This design comes from an exercise in tuning for small area, a short achievable clock period and few clock cycles per item on the open sky130 flow, not from production work.
At most, simulation tests tie the RTL to the original design; equivalence was not proved.
Power and IR drop assume default switching activity.

==> inputs of 05-08 <==
// pow_5_seq
module pow_5_seq
(
    input         clock,
    input         reset_n,
    input         run,
    input  [17:0] n,
    output        ready,
    output [17:0] n_pow_5
);
export LEC_CHECK = 0
export CAP_MARGIN = 20
export CORE_MARGIN = 2
export CORE_UTILIZATION = 40
export SETUP_SLACK_MARGIN = 1.0
export SLEW_MARGIN = 20
create_clock -name core_clock -period 5.8 [get_ports {clock}]
run.sh (not shown) runs the stock make flow with config.mk's settings and CLKGATE_MAP_FILE= SYNTH_SCRIPT=/design/flow/synth_recipe.tcl, a recipe that flattens the netlist after the stock synthesis.
==> 02-20 (differences from 05-08) <==
Settings changed: SETUP_SLACK_MARGIN 1.0 to 1.5.
==> summary.txt <==
|  | 02-20 | 05-08 |
|---|---|---|
| Fmax | 0.2380 GHz | 0.2217 GHz |
| Clock-cell share of area | 0.02869 | 0.02932 |
| Combinational cell fraction of total power | 0.605 | 0.599 |
| Filler cell count | 1137 | 1148 |
| Number of cells upsized or downsized after cts | 7 | 0 |
| Actual transition at the worst max-transition pin | 0.5536 ns | 0.8646 ns |
| Area occupied by multi-input gates | 3462 um2 | 3376 um2 |
| Share of layout cells above drive strength 1 | 0.09589 | 0.06701 |
| Clock network fraction of total power | 0.169 | 0.172 |
| Cell internal pwr | 1053 uW | 1039 uW |
| Worst IR drop on VDD | 0.0002149 V | 0.0001983 V |
| Met3 capacity usage during global routing | 0.04392 | 0.04231 |
| Fin worst setup slack | 1.599 ns | 1.289 ns |
| Fraction of area in registers | 0.1552 | 0.1586 |
| Global-route wire length before repair | 22540 um | 22480 um |
| Critical Path AT | 4.38 ns | 4.68 ns |
| Run status | complete, no violations | complete, no violations |
| Met1 routed wirelength after detailed routing | 6363 um | 6296 um |
| CP peak stage delay | 0.51 ns | 0.52 ns |
No run of this note included a check of the RTL's function; only the layout flow was run.

* * *

==> v19 <==
Another version of the RTL of pow_5_seq (not shown whole).
Settings: LEC_CHECK=0, CAP_MARGIN=20, CORE_MARGIN=2, CORE_UTILIZATION=50, SETUP_SLACK_MARGIN=1.7, SLEW_MARGIN=20; clock period 5.8 ns.
standard.sh (not shown) runs the stock make flow with config.mk's settings and CLKGATE_MAP_FILE= SYNTH_SCRIPT=/design/flow/synth_recipe.tcl, a recipe that flattens the netlist after the stock synthesis.
==> flow/flow/run.sh <==
#!/bin/bash
set -euo pipefail
W=$PWD
PLAT=${FLOW_PLATFORM:-sky130hd}
RES=$W/orfs/results/$PLAT/pow_5_seq/base
REF=$W/ref/results/$PLAT/pow_5_seq/base

# reference: the unchanged standard synthesis, in its own work folder
sed 's#WORK_HOME=\([^ ]*\)/orfs #WORK_HOME=\1/ref #' standard.sh > ref_standard.sh
bash ref_standard.sh "$REF/1_2_yosys.v" > ref_synth.log 2>&1

# our synthesis
bash standard.sh "SYNTH_ARGS=-noabc" "$RES/1_2_yosys.v" > synth_noabc.log 2>&1
if ! python3 flow/match_regs.py "$REF/1_2_yosys.v" "$RES/1_2_yosys.v" > match_regs.log 2>&1; then
  echo "flip-flops do not pair; using the standard synthesis netlist" >> match_regs.log
  cp "$REF/1_2_yosys.v" "$RES/1_2_yosys.v"
  cp "$REF/1_2_yosys.sdc" "$RES/1_2_yosys.sdc"
fi

bash standard.sh "SYNTH_ARGS=-noabc" "BUFFER_PORTS_ARGS=-buffer_cell sky130_fd_sc_hd__buf_1" \
  "CTS_ARGS=-sink_clustering_enable -repair_clock_nets -dont_use_dummy_load -root_buf sky130_fd_sc_hd__clkbuf_8 -buf_list sky130_fd_sc_hd__clkbuf_8" \
  finish > standard_flow.log 2>&1
==> flow/flow/match_regs.py <==
#!/usr/bin/env python3
"""Give each flip-flop of our netlist the instance name the standard synthesis gave the
flip-flop that drives the same net, so the registers pair by name with the standard
synthesis. Exits non-zero (and changes nothing) unless every flip-flop pairs one to one
with the same cell type."""
import re, sys

FF = re.compile(r'^(\s*)(sky130_fd_sc_hd__(?:df|edf|sdf|dl)\w*)\s+(\\\S+\s|\S+)\s*\((.*?)\);', re.S | re.M)

def flops(txt):
    out = []
    for m in FF.finditer(txt):
        q = re.search(r'\.Q\(\s*(\\\S+\s|[^)\s]+)\s*\)', m.group(4))
        out.append((m.group(2), m.group(3).strip(), q.group(1).strip() if q else None, m))
    return out

ref_txt = open(sys.argv[1]).read()
our_txt = open(sys.argv[2]).read()
ref = flops(ref_txt)
our = flops(our_txt)
by_q = {}
for typ, name, q, _ in ref:
    if q is None or q in by_q:
        sys.exit('reference flip-flop without a unique Q net: %s' % name)
    by_q[q] = (typ, name)
if len(ref) != len(our):
    sys.exit('flip-flop count differs: %d vs %d' % (len(ref), len(our)))
used = set()
edits = []
for typ, name, q, m in our:
    if q not in by_q:
        sys.exit('no reference flip-flop drives %s' % q)
    rtyp, rname = by_q[q]
    if rtyp != typ or rname in used:
        sys.exit('flip-flop on %s does not pair: %s %s vs %s %s' % (q, typ, name, rtyp, rname))
    used.add(rname)
    if rname != name:
        edits.append((m.start(3), m.end(3), rname + (' ' if rname.startswith('\\') else '')))
        print('rename %s -> %s' % (name, rname))
for s, e, new in sorted(edits, reverse=True):
    our_txt = our_txt[:s] + new + ' ' + our_txt[e:].lstrip() if False else our_txt[:s] + new + our_txt[e:]
open(sys.argv[2], 'w').write(our_txt)
print('paired %d flip-flops, renamed %d' % (len(our), len(edits)))
==> v13: changes against v19 <==
--- a/flow/design.v
+++ b/flow/design.v
@@ -293,44 +293,53 @@
     wire w279;
     wire w280;
     wire w281;
     wire w282;
     wire w283;
     wire w284;
     wire w285;
+    reg r_w105;
+    reg r_w107;
+    reg r_w114;
     reg r_w116;
     reg r_w111;
     reg r_w109;
+    reg r_w117;
+    reg r_w124;
+    reg r_w126;
     reg r_w119;
     reg r_w128;
-    reg r_w130;
+    reg r_w136;
+    reg r_w138;
+    reg r_w140;
     reg r_w129;
     reg r_w131;
     reg r_w142;
-    reg r_w144;
+    reg r_w152;
+    reg r_w154;
+    reg r_w156;
     reg r_w143;
     reg r_w158;
     reg r_w145;
     reg r_w160;
-    reg r_w162;
+    reg r_w159;
+    reg r_w161;
     reg r_w185;
     reg r_w163;
     reg r_w186;
-    reg r_w187;
-    reg r_w118;
     reg r_w108;
     reg r_w110;
-    reg r_w199;
-    reg r_w223;
-    reg r_w224;
+    reg r_w198;
+    reg r_w210;
+    reg r_w197;
+    reg r_w209;
     reg r_w221;
     reg r_w222;
     reg r_w219;
     reg r_w246;
-    reg r_w210;
     reg r_w259;
     reg r_n_0;
     reg r_w1;
     reg r_w2;
     reg r_w3;
     reg r_w4;
     reg r_w5;
@@ -692,64 +701,64 @@
     assign w111 = w106 & w103;
     assign w112 = w37 ^ w72 ^ w32;
     assign w113 = (w37 & w72) | (w37 & w32) | (w72 & w32);
     assign w114 = w112 ^ w13 ^ w41;
     assign w115 = (w112 & w13) | (w112 & w41) | (w13 & w41);
     assign w116 = w46 ^ w51 ^ w56;
     assign w117 = (w46 & w51) | (w46 & w56) | (w51 & w56);
-    assign w118 = w105 ^ w107 ^ w114;
+    assign w118 = r_w105 ^ r_w107 ^ r_w114;
     assign w119 = (w105 & w107) | (w105 & w114) | (w107 & w114);
     assign w120 = r_w116 ^ r_w111 ^ r_w109;
     assign w121 = (r_w116 & r_w111) | (r_w116 & r_w109) | (r_w111 & r_w109);
     assign w122 = w73 ^ w71 ^ w113;
     assign w123 = (w73 & w71) | (w73 & w113) | (w71 & w113);
     assign w124 = w14 ^ w122 ^ w42;
     assign w125 = (w14 & w122) | (w14 & w42) | (w122 & w42);
     assign w126 = w47 ^ w52 ^ w57;
     assign w127 = (w47 & w52) | (w47 & w57) | (w52 & w57);
     assign w128 = w61 ^ w83 ^ w115;
     assign w129 = (w61 & w83) | (w61 & w115) | (w83 & w115);
-    assign w130 = w117 ^ w124 ^ w126;
+    assign w130 = r_w117 ^ r_w124 ^ r_w126;
     assign w131 = (w117 & w124) | (w117 & w126) | (w124 & w126);
-    assign w132 = r_w119 ^ r_w128 ^ r_w130;
-    assign w133 = (r_w119 & r_w128) | (r_w119 & r_w130) | (r_w128 & r_w130);
+    assign w132 = r_w119 ^ r_w128 ^ w130;
+    assign w133 = (r_w119 & r_w128) | (r_w119 & w130) | (r_w128 & w130);
     assign w134 = w74 ^ w72 ^ w123;
     assign w135 = (w74 & w72) | (w74 & w123) | (w72 & w123);
     assign w136 = w15 ^ w43 ^ w48;
     assign w137 = (w15 & w43) | (w15 & w48) | (w43 & w48);
     assign w138 = w53 ^ w58 ^ w62;
     assign w139 = (w53 & w58) | (w53 & w62) | (w58 & w62);
     assign w140 = w65 ^ w80 ^ w86;
     assign w141 = (w65 & w80) | (w65 & w86) | (w80 & w86);
     assign w142 = w134 ^ w125 ^ w127;
     assign w143 = (w134 & w125) | (w134 & w127) | (w125 & w127);
-    assign w144 = w136 ^ w138 ^ w140;
+    assign w144 = r_w136 ^ r_w138 ^ r_w140;
     assign w145 = (w136 & w138) | (w136 & w140) | (w138 & w140);
     assign w146 = r_w129 ^ r_w131 ^ r_w142;
     assign w147 = (r_w129 & r_w131) | (r_w129 & r_w142) | (r_w131 & r_w142);
-    assign w148 = r_w144 ^ w133;
-    assign w149 = r_w144 & w133;
+    assign w148 = w144 ^ w133;
+    assign w149 = w144 & w133;
     assign w150 = w75 ^ w73 ^ w16;
     assign w151 = (w75 & w73) | (w75 & w16) | (w73 & w16);
     assign w152 = w49 ^ w54 ^ w59;
     assign w153 = (w49 & w54) | (w49 & w59) | (w54 & w59);
     assign w154 = w63 ^ w66 ^ w68;
     assign w155 = (w63 & w66) | (w63 & w68) | (w66 & w68);
     assign w156 = w77 ^ w81 ^ w84;
     assign w157 = (w77 & w81) | (w77 & w84) | (w81 & w84);
     assign w158 = w88 ^ w135 ^ w150;
     assign w159 = (w88 & w135) | (w88 & w150) | (w135 & w150);
     assign w160 = w137 ^ w139 ^ w141;
     assign w161 = (w137 & w139) | (w137 & w141) | (w139 & w141);
-    assign w162 = w152 ^ w154 ^ w156;
+    assign w162 = r_w152 ^ r_w154 ^ r_w156;
     assign w163 = (w152 & w154) | (w152 & w156) | (w154 & w156);
     assign w164 = r_w143 ^ r_w158 ^ r_w145;
     assign w165 = (r_w143 & r_w158) | (r_w143 & r_w145) | (r_w158 & r_w145);
-    assign w166 = r_w160 ^ r_w162 ^ w147;
-    assign w167 = (r_w160 & r_w162) | (r_w160 & w147) | (r_w162 & w147);
+    assign w166 = r_w160 ^ w162 ^ w147;
+    assign w167 = (r_w160 & w162) | (r_w160 & w147) | (w162 & w147);
     assign w168 = w164 ^ w149;
     assign w169 = w164 & w149;
     assign w170 = w76 ^ w74;
     assign w171 = w170 ^ w17;
     assign w172 = w55 ^ w60;
     assign w173 = w64 ^ w67;
     assign w174 = w69 ^ w70;
@@ -761,75 +770,75 @@
     assign w180 = w175 ^ w176;
     assign w181 = w177 ^ w151;
     assign w182 = w153 ^ w155;
     assign w183 = w157 ^ w178;
     assign w184 = w179 ^ w180;
     assign w185 = w181 ^ w182;
     assign w186 = w183 ^ w184;
-    assign w187 = w159 ^ w161;
+    assign w187 = r_w159 ^ r_w161;
     assign w188 = r_w185 ^ r_w163;
-    assign w189 = r_w186 ^ r_w187;
+    assign w189 = r_w186 ^ w187;
     assign w190 = w188 ^ w189;
     assign w191 = w165 ^ w190;
     assign w192 = w167 ^ w191;
     assign w193 = w6 & w32;
     assign w194 = w7 & w33;
     assign w195 = w8 & w90;
     assign w196 = w9 & w92;
     assign w197 = w94 & w96;
     assign w198 = w100 & w102;
-    assign w199 = w108 & w110;
-    assign w200 = r_w118 & w120;
+    assign w199 = r_w108 & r_w110;
+    assign w200 = w118 & w120;
     assign w201 = w121 & w132;
     assign w202 = w146 & w148;
     assign w203 = w166 & w168;
     assign w204 = w169 & w192;
     assign w205 = w6 ^ w32;
     assign w206 = w7 ^ w33;
     assign w207 = w8 ^ w90;
     assign w208 = w9 ^ w92;
     assign w209 = w94 ^ w96;
     assign w210 = w100 ^ w102;
     assign w211 = r_w108 ^ r_w110;
-    assign w212 = r_w118 ^ w120;
+    assign w212 = w118 ^ w120;
     assign w213 = w121 ^ w132;
     assign w214 = w146 ^ w148;
     assign w215 = w166 ^ w168;
     assign w216 = w169 ^ w192;
     assign w217 = w3 & w2;
     assign w218 = w5 & w4;
     assign w219 = w194 | (w206 & w193);
     assign w220 = w206 & w205;
     assign w221 = w196 | (w208 & w195);
     assign w222 = w208 & w207;
-    assign w223 = w198 | (w210 & w197);
-    assign w224 = w210 & w209;
-    assign w225 = w200 | (w212 & r_w199);
+    assign w223 = r_w198 | (r_w210 & r_w197);
+    assign w224 = r_w210 & r_w209;
+    assign w225 = w200 | (w212 & w199);
     assign w226 = w212 & w211;
     assign w227 = w202 | (w214 & w201);
     assign w228 = w214 & w213;
     assign w229 = w204 | (w216 & w203);
     assign w230 = w216 & w215;
     assign w231 = w2 & w1;
     assign w232 = w217 & w1;
     assign w233 = w205 & w218;
     assign w234 = w220 & w218;
     assign w235 = w197 | (w209 & w221);
     assign w236 = w209 & w222;
-    assign w237 = r_w223 | (r_w224 & r_w221);
-    assign w238 = r_w224 & r_w222;
+    assign w237 = w223 | (w224 & r_w221);
+    assign w238 = w224 & r_w222;
     assign w239 = w201 | (w213 & w225);
     assign w240 = w213 & w226;
     assign w241 = w227 | (w228 & w225);
     assign w242 = w228 & w226;
     assign w243 = w4 & w232;
     assign w244 = w218 & w232;
     assign w245 = w233 & w232;
     assign w246 = w234 & w232;
-    assign w247 = r_w199 | (w211 & w237);
+    assign w247 = w199 | (w211 & w237);
     assign w248 = w211 & w238;
     assign w249 = w225 | (w226 & w237);
     assign w250 = w226 & w238;
     assign w251 = w239 | (w240 & w237);
     assign w252 = w240 & w238;
     assign w253 = w241 | (w242 & w237);
     assign w254 = w242 & w238;
@@ -861,44 +870,53 @@
     assign w280 = w211 ^ w261;
     assign w281 = w212 ^ w263;
     assign w282 = w213 ^ w265;
     assign w283 = w214 ^ w267;
     assign w284 = w215 ^ w269;
     assign w285 = w216 ^ w271;
     always @(posedge clock) begin
+        r_w105 <= w105;
+        r_w107 <= w107;
+        r_w114 <= w114;
         r_w116 <= w116;
         r_w111 <= w111;
         r_w109 <= w109;
+        r_w117 <= w117;
+        r_w124 <= w124;
+        r_w126 <= w126;
         r_w119 <= w119;
         r_w128 <= w128;
-        r_w130 <= w130;
+        r_w136 <= w136;
+        r_w138 <= w138;
+        r_w140 <= w140;
         r_w129 <= w129;
         r_w131 <= w131;
         r_w142 <= w142;
-        r_w144 <= w144;
+        r_w152 <= w152;
+        r_w154 <= w154;
+        r_w156 <= w156;
         r_w143 <= w143;
         r_w158 <= w158;
         r_w145 <= w145;
         r_w160 <= w160;
-        r_w162 <= w162;
+        r_w159 <= w159;
+        r_w161 <= w161;
         r_w185 <= w185;
         r_w163 <= w163;
         r_w186 <= w186;
-        r_w187 <= w187;
-        r_w118 <= w118;
         r_w108 <= w108;
         r_w110 <= w110;
-        r_w199 <= w199;
-        r_w223 <= w223;
-        r_w224 <= w224;
+        r_w198 <= w198;
+        r_w210 <= w210;
+        r_w197 <= w197;
+        r_w209 <= w209;
         r_w221 <= w221;
         r_w222 <= w222;
         r_w219 <= w219;
         r_w246 <= w246;
-        r_w210 <= w210;
         r_w259 <= w259;
         r_n_0 <= n[0];
         r_w1 <= w1;
         r_w2 <= w2;
         r_w3 <= w3;
         r_w4 <= w4;
         r_w5 <= w5;
==> flow/run.sh (new file) <==
#!/bin/bash
# synth_recipe.tcl (not shown) runs the flow's synth.tcl, then flattens the netlist and writes it again
# the make line also repeats each setting of config.mk as NAME=value (left out here)
make -C /OpenROAD-flow-scripts/flow DESIGN_CONFIG=/design/flow/config.mk WORK_HOME=/design/flow/orfs CLKGATE_MAP_FILE= SYNTH_SCRIPT=/design/flow/synth_recipe.tcl finish
==> flow/config.mk (replaced) <==
export PLATFORM = sky130hd
export DESIGN_NAME = pow_5_seq
export DESIGN_NICKNAME = pow_5_seq
export VERILOG_FILES = /design/flow/design.v
export SDC_FILE = /design/flow/constraint.sdc
export NUM_CORES = 4
export LEC_CHECK = 0
export CAP_MARGIN = 20
export CORE_MARGIN = 2
export CORE_UTILIZATION = 40
export SETUP_SLACK_MARGIN = 1.0
export SLEW_MARGIN = 20
removed: flow/flow/run.sh
removed: flow/flow/match_regs.py
removed: flow/standard.sh
==> v1: changes against v19 <==
==> flow/run.sh (new file) <==
#!/bin/bash
# synth_recipe.tcl (not shown) runs the flow's synth.tcl, then flattens the netlist and writes it again
# the make line also repeats each setting of config.mk as NAME=value (left out here)
make -C /OpenROAD-flow-scripts/flow DESIGN_CONFIG=/design/flow/config.mk WORK_HOME=/design/flow/orfs CLKGATE_MAP_FILE= SYNTH_SCRIPT=/design/flow/synth_recipe.tcl finish
==> flow/config.mk (replaced) <==
export PLATFORM = sky130hd
export DESIGN_NAME = pow_5_seq
export DESIGN_NICKNAME = pow_5_seq
export VERILOG_FILES = /design/flow/design.v
export SDC_FILE = /design/flow/constraint.sdc
export NUM_CORES = 4
export LEC_CHECK = 0
export CAP_MARGIN = 20
export CORE_MARGIN = 2
export CORE_UTILIZATION = 40
export SETUP_SLACK_MARGIN = 1.5
export SLEW_MARGIN = 20
removed: flow/flow/run.sh
removed: flow/flow/match_regs.py
removed: flow/standard.sh
==> qor summary <==
Status: v19 finished clean; v13 finished clean; v1 finished clean
Clock network power: v19 167 uW; v13 336 uW; v1 204 uW
Area share of and/or/nand/nor cells after synthesis: v19 17.6%; v13 16.5%; v1 18.3%
Actual transition at the worst max-transition pin: v19 0.882 ns; v13 0.771 ns; v1 0.969 ns
Leakage: v19 0.00179 uW; v13 0.00235 uW; v1 0.00216 uW
Plain + repair buffers: v19 46; v13 48; v1 50
Fraction of final layout cells sized beyond drive strength 1: v19 8.25%; v13 6.86%; v1 8.04%
Clock transition at the registers of the reported paths: v19 0.08 ns; v13 0.07 ns; v1 0.09 ns
Core Region: v19 0.00809 mm2; v13 0.0115 mm2; v1 0.0109 mm2
Routed wire length on met3: v19 787 um; v13 1.08 mm; v1 883 um
Count of routing violations after the opening detailed-route iteration: v19 311; v13 643; v1 457
Classification of the worst setup path: v19 flip-flop to primary output; v13 primary input to flip-flop; v1 primary input to flip-flop
Share of the clock period used by the worst path after layout: v19 70.8%; v13 78.4%; v1 71.4%
Floorplan row count: v19 33; v13 39; v1 38
Internal power: v19 797 uW; v13 1150 uW; v1 924 uW
Slack of the critical path: v19 1.70 ns; v13 1.25 ns; v1 1.66 ns
Largest voltage drop on the vdd net: v19 0.291 mV; v13 0.158 mV; v1 0.216 mV
Unrepaired setup endpoints after global routing: v19 true; v13 false; v1 false
Stage delay of the slowest cell on the critical path: v19 0.57 ns; v13 0.59 ns; v1 0.53 ns
Fraction of area in multi-input gates: v19 69.8%; v13 61.1%; v1 64.9%
Final Util: v19 52.6%; v13 45.8%; v1 44.8%
Upper clock frequency limit: v19 244 MHz; v13 220 MHz; v1 242 MHz
Cell count after synthesis: v19 478; v13 585; v1 548
Max stage delay cell, worst path: v19 sky130_fd_sc_hd__fa_1; v13 sky130_fd_sc_hd__nor3_1; v1 sky130_fd_sc_hd__dlygate4sd2_1
Via Count: v19 3448; v13 4075; v1 3831
Detailed placer's ending HPWL: v19 7.79 mm; v13 9.65 mm; v1 9.01 mm
Testbench counts of v19, summed over its fixed seeds: cycles 24,000, items 24,000.
Testbench counts of v1, summed over its fixed seeds: cycles 24,000, items 24,000.
Only the layout flow was run in v13; the RTL was not checked for function there.

## static timing again, ports no longer ideal
No port has a modelled driver above. Below, the same layouts with a new extraction and two added sets of constraints. Step 1, drivers: a clkbuf_16 drives clock and a buf_2 each remaining input, both assumed. Step 2, shift: input delay + t, output delay - t, t = (earliest + latest rising clock arrival at the registers) / 2. This alone moves slack from input paths to output paths. a / b / c = ideal ports / drivers / drivers and shift; a / b = the first two.
| run | shift t [ns] | setup slack, ns | worst hold slack (ns) |
|---|---|---|---|
| 05-08 | 0.325 | 1.289 / 1.304 / 0.979 | 1.007 / 0.994 / 1.319 |
| 02-20 | 0.326 | 1.599 / 1.574 / 1.288 | 1.007 / 0.994 / 1.320 |
| v19 | 0.316 | 1.696 / 1.663 / 1.539 | 0.619 / 0.610 / 0.925 |
| v13 | 0.327 | 1.251 / 1.231 / 0.942 | 1.002 / 0.986 / 1.313 |
| v1 | 0.342 | 1.660 / 1.635 / 1.335 | 0.984 / 0.972 / 1.314 |
After both steps setup and hold are still met in every run listed. The setup slack of v1, which loses most, moves by -0.025 ns with the drivers and by -0.325 ns with both steps.
